Background: an optimization exercise with open tools, aiming at small area, a short achievable clock period and few clock cycles. Do not read the settings as production practice. The RTL was checked by simulation tests, not by an equivalence proof against the original design. Power and IR drop assume default switching activity.

File: run.sh
#!/bin/bash
# synth_recipe.tcl (not shown) runs the flow's synth.tcl, then flattens the netlist and writes it again
# the make line also repeats each setting of config.mk as NAME=value (left out here)
make -C /OpenROAD-flow-scripts/flow DESIGN_CONFIG=/design/flow/config.mk WORK_HOME=/design/flow/orfs CLKGATE_MAP_FILE= SYNTH_SCRIPT=/design/flow/synth_recipe.tcl finish
File: config.mk
export PLATFORM = sky130hd
export DESIGN_NAME = booth_multiplier
export DESIGN_NICKNAME = booth_multiplier
export VERILOG_FILES = /design/flow/design.v
export SDC_FILE = /design/flow/constraint.sdc
export NUM_CORES = 4
export LEC_CHECK = 0
export CAP_MARGIN = 20
export CORE_MARGIN = 2
export CORE_UTILIZATION = 40
export PLACE_DENSITY = 0.6
export SLEW_MARGIN = 20
File: design.v
module _and2(a, b, y);		 
	input a, b;
	output y;
	assign y = a & b;
endmodule
module _nand2(a, b, y);		 
	input a, b;
	output y;
	assign y = ~(a & b);
endmodule
module _or2(a, b, y);		 
	input a, b;
	output y;
	assign y = a | b;
endmodule
module _inv(a, y);		 
	input a;
	output y;
	assign y = ~a;
endmodule
module _xor2(a, b, y);		 
	input a, b;
	output y;
	wire inv_a, inv_b;
	wire w0, w1;
	_inv inv0(.a(a), .y(inv_a));
	_inv inv1(.a(b), .y(inv_b));
	_and2 ad20(a, inv_b, w0);
	_and2 ad21(b, inv_a, w1);
	_or2 or20(w0, w1, y);
endmodule
module _and3(a, b, c, y);		 
	input a, b, c;
	output y;
	assign y = a & b & c;
endmodule
module _and4(a, b, c, d, y);		 
	input a, b, c, d;
	output y;
	assign y = a & b & c & d;
endmodule
module _and5(a, b, c, d, e, y);		 
	input a, b, c, d, e;
	output y;
	assign y = a & b & c & d & e;
endmodule
module _or3(a, b, c, y);		 
	input a, b, c;
	output y;
	assign y = a | b | c;
endmodule
module _or4(a, b, c, d, y);		 
	input a, b, c, d;
	output y;
	assign y = a | b | c | d;
endmodule
module _or5(a, b, c, d, e, y);		 
	input a, b, c, d, e;
	output y;
	assign y = a | b | c | d | e;
endmodule
module _inv_4bits(a, y);		 
	input [3:0] a;
	output [3:0] y;
	assign y = ~a;
endmodule
module _and2_4bits(a, b, y);		 
	input [3:0] a, b;
	output [3:0] y;
	assign y = a & b;
endmodule
module _or2_4bits(a, b, y);		 
	input [3:0] a, b;
	output [3:0] y;
	assign y = a | b;
endmodule
module _xor2_4bits(a, b, y);		 
	input [3:0] a, b;
	output [3:0] y;
	_xor2 xor20(.a(a[0]), .b(b[0]), .y(y[0]));
	_xor2 xor21(.a(a[1]), .b(b[1]), .y(y[1]));
	_xor2 xor22(.a(a[2]), .b(b[2]), .y(y[2]));
	_xor2 xor23(.a(a[3]), .b(b[3]), .y(y[3]));
endmodule
module _xnor2_4bits(a, b, y);		 
	input [3:0] a, b;
	output [3:0] y;
	wire [3:0] w;
	_xor2_4bits xor20_4bits(.a(a), .b(b), .y(w));
	_inv_4bits inv_bits(.a(w), .y(y));
endmodule
module _inv_32bits(a, y);		 
	input [31:0] a;
	output [31:0] y;
	assign y = ~a;
endmodule
module _and2_32bits(a, b, y);		 
	input [31:0] a, b;
	output [31:0] y;
	assign y = a & b;
endmodule
module _or2_32bits(a, b, y);		 
	input [31:0] a, b;
	output [31:0] y;
	assign y = a | b;
endmodule
module _xor2_32bits(a, b, y);		 
	input [31:0] a, b;
	output [31:0] y;
	_xor2_4bits X0_xor2_4bits(.a(a[3:0]), .b(b[3:0]), .y(y[3:0]));
	_xor2_4bits X1_xor2_4bits(.a(a[7:4]), .b(b[7:4]), .y(y[7:4]));
	_xor2_4bits X2_xor2_4bits(.a(a[11:8]), .b(b[11:8]), .y(y[11:8]));
	_xor2_4bits X3_xor2_4bits(.a(a[15:12]), .b(b[15:12]), .y(y[15:12]));
	_xor2_4bits X4_xor2_4bits(.a(a[19:16]), .b(b[19:16]), .y(y[19:16]));
	_xor2_4bits X5_xor2_4bits(.a(a[23:20]), .b(b[23:20]), .y(y[23:20]));
	_xor2_4bits X6_xor2_4bits(.a(a[27:24]), .b(b[27:24]), .y(y[27:24]));
	_xor2_4bits X7_xor2_4bits(.a(a[31:28]), .b(b[31:28]), .y(y[31:28]));
endmodule
module _xnor2_32bits(a, b, y);		 
	input [31:0] a, b;
	output [31:0] y;
	_xnor2_4bits XN0_xnor2_4bits(.a(a[3:0]), .b(b[3:0]), .y(y[3:0]));
	_xnor2_4bits XN1_xnor2_4bits(.a(a[7:4]), .b(b[7:4]), .y(y[7:4]));
	_xnor2_4bits XN2_xnor2_4bits(.a(a[11:8]), .b(b[11:8]), .y(y[11:8]));
	_xnor2_4bits XN3_xnor2_4bits(.a(a[15:12]), .b(b[15:12]), .y(y[15:12]));
	_xnor2_4bits xN4_xnor2_4bits(.a(a[19:16]), .b(b[19:16]), .y(y[19:16]));
	_xnor2_4bits XN5_xnor2_4bits(.a(a[23:20]), .b(b[23:20]), .y(y[23:20]));
	_xnor2_4bits XN6_xnor2_4bits(.a(a[27:24]), .b(b[27:24]), .y(y[27:24]));
	_xnor2_4bits XN7_xnor2_4bits(.a(a[31:28]), .b(b[31:28]), .y(y[31:28]));
endmodule
module fa_v2(a, b, ci, s);
	input a, b, ci;
	output s;
	wire w0;
	_xor2 fa_xor20(.a(a), .b(b), .y(w0));
	_xor2 fa_xor21(.a(ci), .b(w0), .y(s));
endmodule
module clb4(a, b, ci, c1, c2 ,c3 ,co);
	input [3:0] a, b;
	input ci;
	output c1, c2, c3, co;
	wire [3:0] g, p;
	wire w0_c1;
	wire w0_c2, w1_c2;
	wire w0_c3, w1_c3, w2_c3;
	wire w0_co, w1_co, w2_co, w3_co;
	_and2 clb_and20(.a(a[0]), .b(b[0]), .y(g[0]));
	_and2 clb_and21(.a(a[1]), .b(b[1]), .y(g[1]));
	_and2 clb_and22(.a(a[2]), .b(b[2]), .y(g[2]));
	_and2 clb_and23(.a(a[3]), .b(b[3]), .y(g[3]));
	_or2 clb_or20(.a(a[0]), .b(b[0]), .y(p[0]));
	_or2 clb_or21(.a(a[1]), .b(b[1]), .y(p[1]));
	_or2 clb_or22(.a(a[2]), .b(b[2]), .y(p[2]));
	_or2 clb_or23(.a(a[3]), .b(b[3]), .y(p[3]));
	_and2 c1_and20(.a(p[0]), .b(ci), .y(w0_c1));
	_or2 c1_or20(.a(g[0]), .b(w0_c1), .y(c1));
	_and2 c2_and20(.a(p[1]), .b(g[0]), .y(w0_c2));
	_and3 c2_and30(.a(p[1]), .b(p[0]), .c(ci), .y(w1_c2));
	_or3 c2_or30(.a(g[1]), .b(w0_c2), .c(w1_c2), .y(c2));
	_and2 c3_and20(.a(p[2]), .b(g[1]), .y(w0_c3));
	_and3 c3_and30(.a(p[2]), .b(p[1]), .c(g[0]), .y(w1_c3));
	_and4 c3_and40(.a(p[2]), .b(p[1]), .c(p[0]), .d(ci), .y(w2_c3));
	_or4 c3_or40(.a(g[2]), .b(w0_c3), .c(w1_c3), .d(w2_c3), .y(c3));
	_and2 co_and20(.a(p[3]), .b(g[2]), .y(w0_co));
	_and3 co_and30(.a(p[3]), .b(p[2]), .c(g[1]), .y(w1_co));
	_and4 co_and40(.a(p[3]), .b(p[2]), .c(p[1]), .d(g[0]), .y(w2_co));
	_and5 co_and50(.a(p[3]), .b(p[2]), .c(p[1]), .d(p[0]), .e(ci), .y(w3_co));
	_or5 co_or50(.a(g[3]), .b(w0_co), .c(w1_co), .d(w2_co), .e(w3_co), .y(co));
endmodule
module cla4(a, b, ci, co, s);
	input [3:0] a, b;
	input ci;
	output co;
	output [3:0] s;
	wire [2:0] c;
	fa_v2 cla_fa0 (.a(a[0]), .b(b[0]), .ci(ci), .s(s[0]));
	fa_v2 cla_fa1 (.a(a[1]), .b(b[1]), .ci(c[0]), .s(s[1]));
	fa_v2 cla_fa2 (.a(a[2]), .b(b[2]), .ci(c[1]), .s(s[2]));
	fa_v2 cla_fa3 (.a(a[3]), .b(b[3]), .ci(c[2]), .s(s[3]));
	clb4 clb40(.a(a), .b(b), .ci(ci), .c1(c[0]), .c2(c[1]), .c3(c[2]), .co(co));
endmodule
module cla8(a, b, ci, co, s);
	input [7:0] a, b;
	input ci;
	output co;
	output [7:0] s;
	cla4 U0_cla4(.a(a[3:0]), .b(b[3:0]), .ci(ci), .co(c), .s(s[3:0]));
	cla4 U1_cla4(.a(a[7:4]), .b(b[7:4]), .ci(c), .co(co), .s(s[7:4]));
endmodule
module cla32(a, b, ci, co, s);
	input [31:0] a, b;
	input ci;
	output co;
	output [31:0] s;
	wire [6:0] c;
	cla4 cla40(.a(a[3:0]), .b(b[3:0]), .ci(ci), .co(c[0]), .s(s[3:0]));
	cla4 cla41(.a(a[7:4]), .b(b[7:4]), .ci(c[0]), .co(c[1]), .s(s[7:4]));
	cla4 cla42(.a(a[11:8]), .b(b[11:8]), .ci(c[1]), .co(c[2]), .s(s[11:8]));
	cla4 cla43(.a(a[15:12]), .b(b[15:12]), .ci(c[2]), .co(c[3]), .s(s[15:12]));
	cla4 cla44(.a(a[19:16]), .b(b[19:16]), .ci(c[3]), .co(c[4]), .s(s[19:16]));
	cla4 cla45(.a(a[23:20]), .b(b[23:20]), .ci(c[4]), .co(c[5]), .s(s[23:20]));
	cla4 cla46(.a(a[27:24]), .b(b[27:24]), .ci(c[5]), .co(c[6]), .s(s[27:24]));
	cla4 cla47(.a(a[31:28]), .b(b[31:28]), .ci(c[6]), .co(co), .s(s[31:28]));
endmodule
module cla64(a, b, ci, co, s);
	input [63:0] a, b;
	input ci;
	output co;
	output [63:0] s;
	wire c;
	cla32 U0_cla32(.a(a[31:0]), .b(b[31:0]), .ci(ci), .co(c), .s(s[31:0]));
	cla32 U1_cla32(.a(a[63:32]), .b(b[63:32]), .ci(c), .co(co), .s(s[63:32]));
endmodule
module ns_logic(clk, reset_n, op_start, op_clear, op_done, state, count);
	input clk, reset_n, op_start, op_clear, op_done;
	output state;
	output [6:0] count;
	reg state, next_state;
	reg [6:0] count, next_count;
	wire [7:0] added_cla;
	parameter IDLE_STATE = 1'b0;
	parameter MUL_STATE = 1'b1;
	cla8 U0_cla8(.a({1'b0, count}), .b(8'b0000_0001), .ci(1'b0), .s(added_cla));		 
	always @ (*) begin
		case(state)
		IDLE_STATE: begin
			if (op_start == 1'b1 && op_clear == 1'b0 && op_done == 1'b0) begin
				next_state = MUL_STATE;
				next_count = 7'b0;
			end
			else begin
				next_state = IDLE_STATE;
				next_count = count;
			end
			if (op_clear == 1'b1) begin
				next_state = IDLE_STATE;
				next_count = 7'b0;
			end
		end
		MUL_STATE: begin
			if (op_clear == 1'b1) begin
				next_state = IDLE_STATE;
				next_count = 7'b0;
			end
			else begin
				if (count == 7'b1000000) begin
					next_state = MUL_STATE;
					next_count = count;
				end
				else begin
					next_state = MUL_STATE;
					next_count = added_cla[6:0];
				end
			end
		end
		default: begin
			next_state = IDLE_STATE;
			next_count = 7'b0;
		end
		endcase
	end
	always @ (posedge clk or negedge reset_n) begin
		if(reset_n == 0) begin
			state <= IDLE_STATE;
			count <= 7'b0;
		end
		else begin
			state <= next_state;
			count <= next_count;
		end
	end
endmodule
module os_logic(clk, reset_n, op_clear, multiplier, multiplicand, count, state, op_done, result);
	input clk, reset_n, op_clear;
	input [63:0] multiplier, multiplicand;
	input [6:0] count;
	input state;
	output op_done;
	output [127:0] result;
	reg op_done;
	reg [127:0] result;
	reg [127:0] next_result, temp_result;		 
	reg m_bit, next_m_bit, sign_bit;		 
	reg [63:0] add, sub;		 
	reg add_sign, sub_sign;		 
	wire [63:0] w_add, w_sub;		 
	wire co_add, co_sub;		 
	parameter IDLE_STATE = 1'b0;
	parameter MUL_STATE = 1'b1;
	cla64 U0_cla64(.a(next_result[127:64]), .b(multiplicand[63:0]), .ci(1'b0), .co(co_add), .s(w_add));
	cla64 U1_cla64(.a(next_result[127:64]), .b(~multiplicand[63:0]), .ci(1'b1), .co(co_sub), .s(w_sub));
	always @ (posedge clk or negedge reset_n) begin
		if (reset_n == 0) begin
			result <= 128'b0;
			add <= 64'b0;
			sub <= 64'b0;
			add_sign <= 1'b0;
			sub_sign <= 1'b0;
			m_bit <= 1'b0;
		end
		else begin
			if (op_clear == 1) result <= 128'b0;
			else result <= next_result;
			add <= w_add;
			sub <= w_sub;
			add_sign <= next_result[127] ^ multiplicand[63] ^ co_add;		 
			sub_sign <= next_result[127] ^ ~multiplicand[63] ^ co_sub;		 
			m_bit <= next_m_bit;
		end
	end
	always @ (*) begin
		op_done = 1'b0;
		temp_result = 128'b0;
		sign_bit = 1'b0;
		next_m_bit = 1'b0;
		next_result = 128'b0;
		case (state)
		IDLE_STATE: begin
			op_done = 1'b0;
			if (op_clear == 1) next_result = 128'b0;		 
			else next_result = {64'b0, multiplier};		 
			temp_result = 128'b0;
			next_m_bit = 1'b0;
			sign_bit = 1'b0;
		end
		MUL_STATE: begin
			if (count == 7'b1000000) begin
				op_done = 1'b1;
				next_result = result;
				temp_result = 128'b0;
				next_m_bit = m_bit;
				sign_bit = 1'b0;
			end
			else begin	
				case ({result[0], m_bit})
				{1'b0, 1'b0}: begin
					temp_result = result;		 
					next_m_bit = result[0];		 
					sign_bit = temp_result[127];		 
					next_result = {sign_bit, temp_result[127:1]};		 
				end
				{1'b0, 1'b1}: begin
					temp_result[127:64] = add;
					temp_result[63:0] = result[63:0];
					next_m_bit = result[0];		 
					sign_bit = add_sign;		 
					next_result = {sign_bit, temp_result[127:1]};		 
				end
				{1'b1, 1'b0}: begin
					temp_result[127:64] = sub;
					temp_result[63:0] = result[63:0];
					next_m_bit = result[0];		 
					sign_bit = sub_sign;		 
					next_result = {sign_bit, temp_result[127:1]};		 
				end
				default: begin
					temp_result = result;		 
					next_m_bit = result[0];		 
					sign_bit = temp_result[127];		 
					next_result = {sign_bit, temp_result[127:1]};		 
				end
				endcase
			end
		end
		endcase
	end
endmodule
module booth_multiplier(clk, reset_n, multiplier, multiplicand, op_start, op_clear, op_done, result);
	input clk, reset_n, op_start, op_clear;
	input [63:0] multiplier, multiplicand;
	output op_done;
	output [127:0] result;
	wire state;
	wire [6:0] count;
	ns_logic Unit_ns_logic(.clk(clk), .reset_n(reset_n), .count(count), .op_start(op_start), .op_clear(op_clear), .op_done(op_done), .state(state));
	os_logic Unit_os_logic(.clk(clk), .reset_n(reset_n), .op_clear(op_clear), .multiplier(multiplier), .multiplicand(multiplicand), .count(count), .op_done(op_done), .state(state), .result(result));
endmodule
File: constraint.sdc
create_clock -name core_clock -period 5.5 [get_ports {clk}]
set_input_delay 1.1000 -clock core_clock [delete_from_list [all_inputs] [get_ports {clk}]]
set_output_delay 1.1000 -clock core_clock [all_outputs]
set_load 0.01 [all_outputs]
==> reports/qor.yml <==
worstHoldPathType: "flop to flop"
period_needed_ps: 5230
hold_buffers: 0
route.detailed.drc: 0
multi_input_area_mm2: 0.0106
dp.cells: 2878
fmax_ghz: 0.191
n_fill_cell: 4273
grt_pass1_wl_mm: 83.2
seqPwrFrac: 0.405
synth_area_mm2: 0.0184
setup_viol: 0
yosys.cell_types.count: 71
dpl_cell_area_mm2: 0.0218
stdcell_area_mm2: 0.0231
critPathMaxFanout: 22
relSlewSlack: 0.387
syn_area_per_cell_um2: 8.92
die-area_mm2: 0.0478
coreArea_mm2: 0.0455
r2r-start: "Unit_ns_logic.count[3]$_DFFE_PN0P_"
syn2layout_area_growth_pct: 25.1
cts_tree: "done"
path_clk_slew_ps: 60
arrival_ps: 5640
cts_num_sinks: 266
holdWs_ps: 565
synth_edf_count: 0
hold_violations: 0
routabilityCongestion: 0.872
internal-power_w: 0.00392
clkPwrFrac: 0.437
worst_setup_path_end_kind: "flop"
first_pass_iters: 5
numCtsBuffers: 35
p_switching_w: 0.00143
holdPathStages: 2
wl_per_cell_um: 18.1
synth_ff_type: "dfrtp_1"
drv_cap: 0
dp.final_hpwl_mm: 38.2
synth-warning-count: 3
grt_max_degree: 112
stdcell_count: 2943
r2r_setup_slack_ps: 270
min-delay-start: "Unit_os_logic.result[27]$_DFFE_PN0P_"
drive_above_1_share: 0.0611
cp.required_ps: 5910
muxShareOfSynthArea: 0
antenna_found_initial: 4
synth-async-reset-ratio: 1.00
drv_slew: 0
yosysSeqAreaShare: 0.361
synth_cells: 2068
clock_skew_ps: 18.7
initial_core_util: 0.405
synthXorXnorAreaFrac: 0.0475
regArea_mm2: 0.00666
p_leak_nw: 10.9
io_buffer_count: 260
vias: 15100
synth_top_family_by_area: "adder cells"
power.density_mw_per_mm2: 232
worst_pin_slew_ps: 920
crit_type: "flop to flop"
grt_pass1_vias: 15200
vias_per_cell: 5.15
finalCritPeriodShare: 0.951
synth-compound-area-share: 0.170
r2r-end: "Unit_os_logic.sub[61]$_DFF_PN0_"
finalWirelength_mm: 53.4
start_kind: "flop"
fin_nets: 2741
die_x_um: 219
drt_iter0_drc: 872
yosys.area_share.simple: 0.147
dieHeight_um: 219
comb_power_share: 0.158
power_w: 0.00535
root_buffer: "clkbuf_16"
synth_fp_nets: 2491
h-tree-depth: 2
outcome: "finished clean"
synthAdderAreaFrac: 0.210
ir_drop_v: 0.000169
clk_path_buf_depth: 3
rows: 78
r2r_cells: 19
grt_util_all_layers: 0.220
postRouteAntennaNets: 0
grt_overflow: 0
num_io_pins: 261
hold_end: "Unit_os_logic.result[26]$_DFFE_PN0P_"
clkLatencyLatePin_ps: 540
switching_share: 0.267
synth_seq_cells: 266
==> power by group through the flow <==
stage | registers, W | clock network (W) | logic, W
floorplan | 0.00219 | 0 | 0.000431
finish | 0.00216 | 0.00234 | 0.000846
detailed placement | 0.00220 | 0 | 0.000841
global route | 0.00218 | 0.00249 | 0.000941
global placement | 0.00220 | 0 | 0.000831
CTS | 0.00217 | 0.00241 | 0.000847
==> cells by family (layout without fill, tap and decap cells) <==
group,after synthesis,count (layout)
buffers and inverters,319,588
XOR/XNOR,100,100
AO/OA/AOI/OAI,458,458
adder cells (fa/ha/maj),291,291
AND/OR/NAND/NOR,634,636
other,0,4
flip-flops,266,266
==> cells in the mapped netlist, types with 4 or more instances <==
cell type  count  share of area
or4_1          8         0.0033
o211ai_1       7         0.0029
a311oi_1      63          0.030
o21bai_1      30          0.012
nor2_1       269          0.055
fa_1          31          0.034
a21o_1        10         0.0041
nor2b_1       16         0.0054
a21oi_1      146          0.040
inv_1        224          0.046
nand2b_1       7         0.0024
nor4_1         9         0.0031
or3_1          5         0.0017
nand3_1        9         0.0024
nor3b_1        5         0.0020
xor2_1        72          0.034
ha_1         260           0.18
o31ai_1        6         0.0024
dfrtp_1      266           0.36
buf_1          6         0.0012
nand2_1      267          0.054
o21ai_0       83          0.023
xnor2_1       28          0.013
clkbuf_1      88          0.018
o21a_1         6         0.0024
nor3_1        18         0.0049
a22oi_1       64          0.026
or2_2          4         0.0014
==> registers in the layout (all words and copies together) (netlist names) <==
signal and count:
Unit_os_logic.sub 63, Unit_os_logic.sub_sign 1, Unit_ns_logic.count 7, Unit_os_logic.add_sign 1, Unit_os_logic.add 64, Unit_ns_logic.state 1
Unit_os_logic.result 128, Unit_os_logic.m_bit 1
==> critical path, cell delays in order, from the launching register on <==
cell and delay, ps:
dfrtp_1 430, nor4_4 520, and3_2 660, nand2_1 100
o21ai_0 110, nand2_1 120, ha_1 270, nor2b_1 170
o21a_1 220, o41ai_4 410, a2111oi_4 160, a211oi_2 340
nor4b_1 120, o21a_1 260, o21a_2 280, o22a_1 200
nand2b_1 120, a21oi_1 90, fa_1 380, xor2_1 150
==> layer usage <==
layer / vias up / wire (um) / global-route usage
met3: 68 / 3200 / 0.0374
met4: 0 / 1270 / 0.0682
met2: 391 / 24600 / 0.364
li1: 7351 / - / -
met5: - / 0 / 0
met1: 7336 / 24300 / 0.293
==> how the worst max path moves through the flow <==
| stage | from | endpoint | slack, ps | cells after the start |
|---|---|---|---|---|
| after floorplan | Unit_ns_logic.count[3]$_DFFE_PN0P_ | Unit_os_logic.add[52]$_DFF_PN0_ | 770 | 19 |
| after global placement | Unit_ns_logic.count[3]$_DFFE_PN0P_ | Unit_os_logic.sub[60]$_DFF_PN0_ | 300 | 19 |
| after detailed placement | Unit_ns_logic.count[3]$_DFFE_PN0P_ | Unit_os_logic.sub[60]$_DFF_PN0_ | 160 | 19 |
| after CTS | Unit_ns_logic.count[3]$_DFFE_PN0P_ | Unit_os_logic.sub[60]$_DFF_PN0_ | 150 | 19 |
| after global routing | Unit_ns_logic.count[3]$_DFFE_PN0P_ | Unit_os_logic.sub[60]$_DFF_PN0_ | -0.2 | 19 |
| final | Unit_ns_logic.count[3]$_DFFE_PN0P_ | Unit_os_logic.sub[61]$_DFF_PN0_ | 270 | 19 |
==> through the flow <==
stage               setup slack, ps   util  TNS (ps)
CTS                             151  0.506         0
global route                 -0.226  0.507    -0.226
global placement                300  0.480         0
detailed placement              159  0.480         0
floorplan                       773      -         0
finish                          271  0.507         0
==> timing repair <==
action,4_1_cts,5_1_grt
setup buffers,0,1
resized for setup,0,3
setup endpoints to repair,0,5
==> area by class of cell <==
| type | instances | share of cell area |
|---|---|---|
| inverters | 224 | 0.0364 |
| repair buffers | 306 | 0.130 |
| clock inverters | 8 | 0.00499 |
| diodes | 4 | 0.000434 |
| well taps | 600 | 0.0325 |
| multi-input cells | 1485 | 0.461 |
| flip-flops and latches | 266 | 0.289 |
| clock buffers | 50 | 0.0457 |
==> placed cells by master, fill, tap and decap left out, types with 10 or more instances in the layout <==
master,count
inv_1,224
nor2b_1,16
buf_4,43
a21oi_1,146
o21ai_0,82
dfrtp_1,265
o21bai_1,30
nor3_1,18
clkdlybuf4s50_1,258
a22oi_1,64
fa_1,31
xor2_1,72
xnor2_1,28
a21o_1,10
ha_1,258
nor2_1,269
nand2_1,267
a311oi_1,63
clkbuf_16,37
Testbench counts, summed over its fixed seeds: cycles 25,344.

==> port drivers added, routing unchanged <==
No port has a modelled driver above. Below, the same layout with a new extraction and two added sets of constraints. Step 1 sets driving cells, clkbuf_16 on the clock port and buf_2 on the other inputs (assumed; they add their load-dependent delay and slew). Step 2 also shifts input and output timing later by t, the mid clock arrival at the registers, as if the neighbouring blocks saw the same clock. a / b / c = ideal ports / drivers / drivers and shift; a / b = the first two.
t, ns: 0.586
slack for setup (ns): 0.271 / 0.271 / 0.224
worst data-port slew with drivers (ns): 0.13
pins driven straight from the clock port: 1
After both steps setup and hold are still met in this run. The setup slack of this run moves by 0.000 ns with the drivers and by -0.047 ns with both steps.
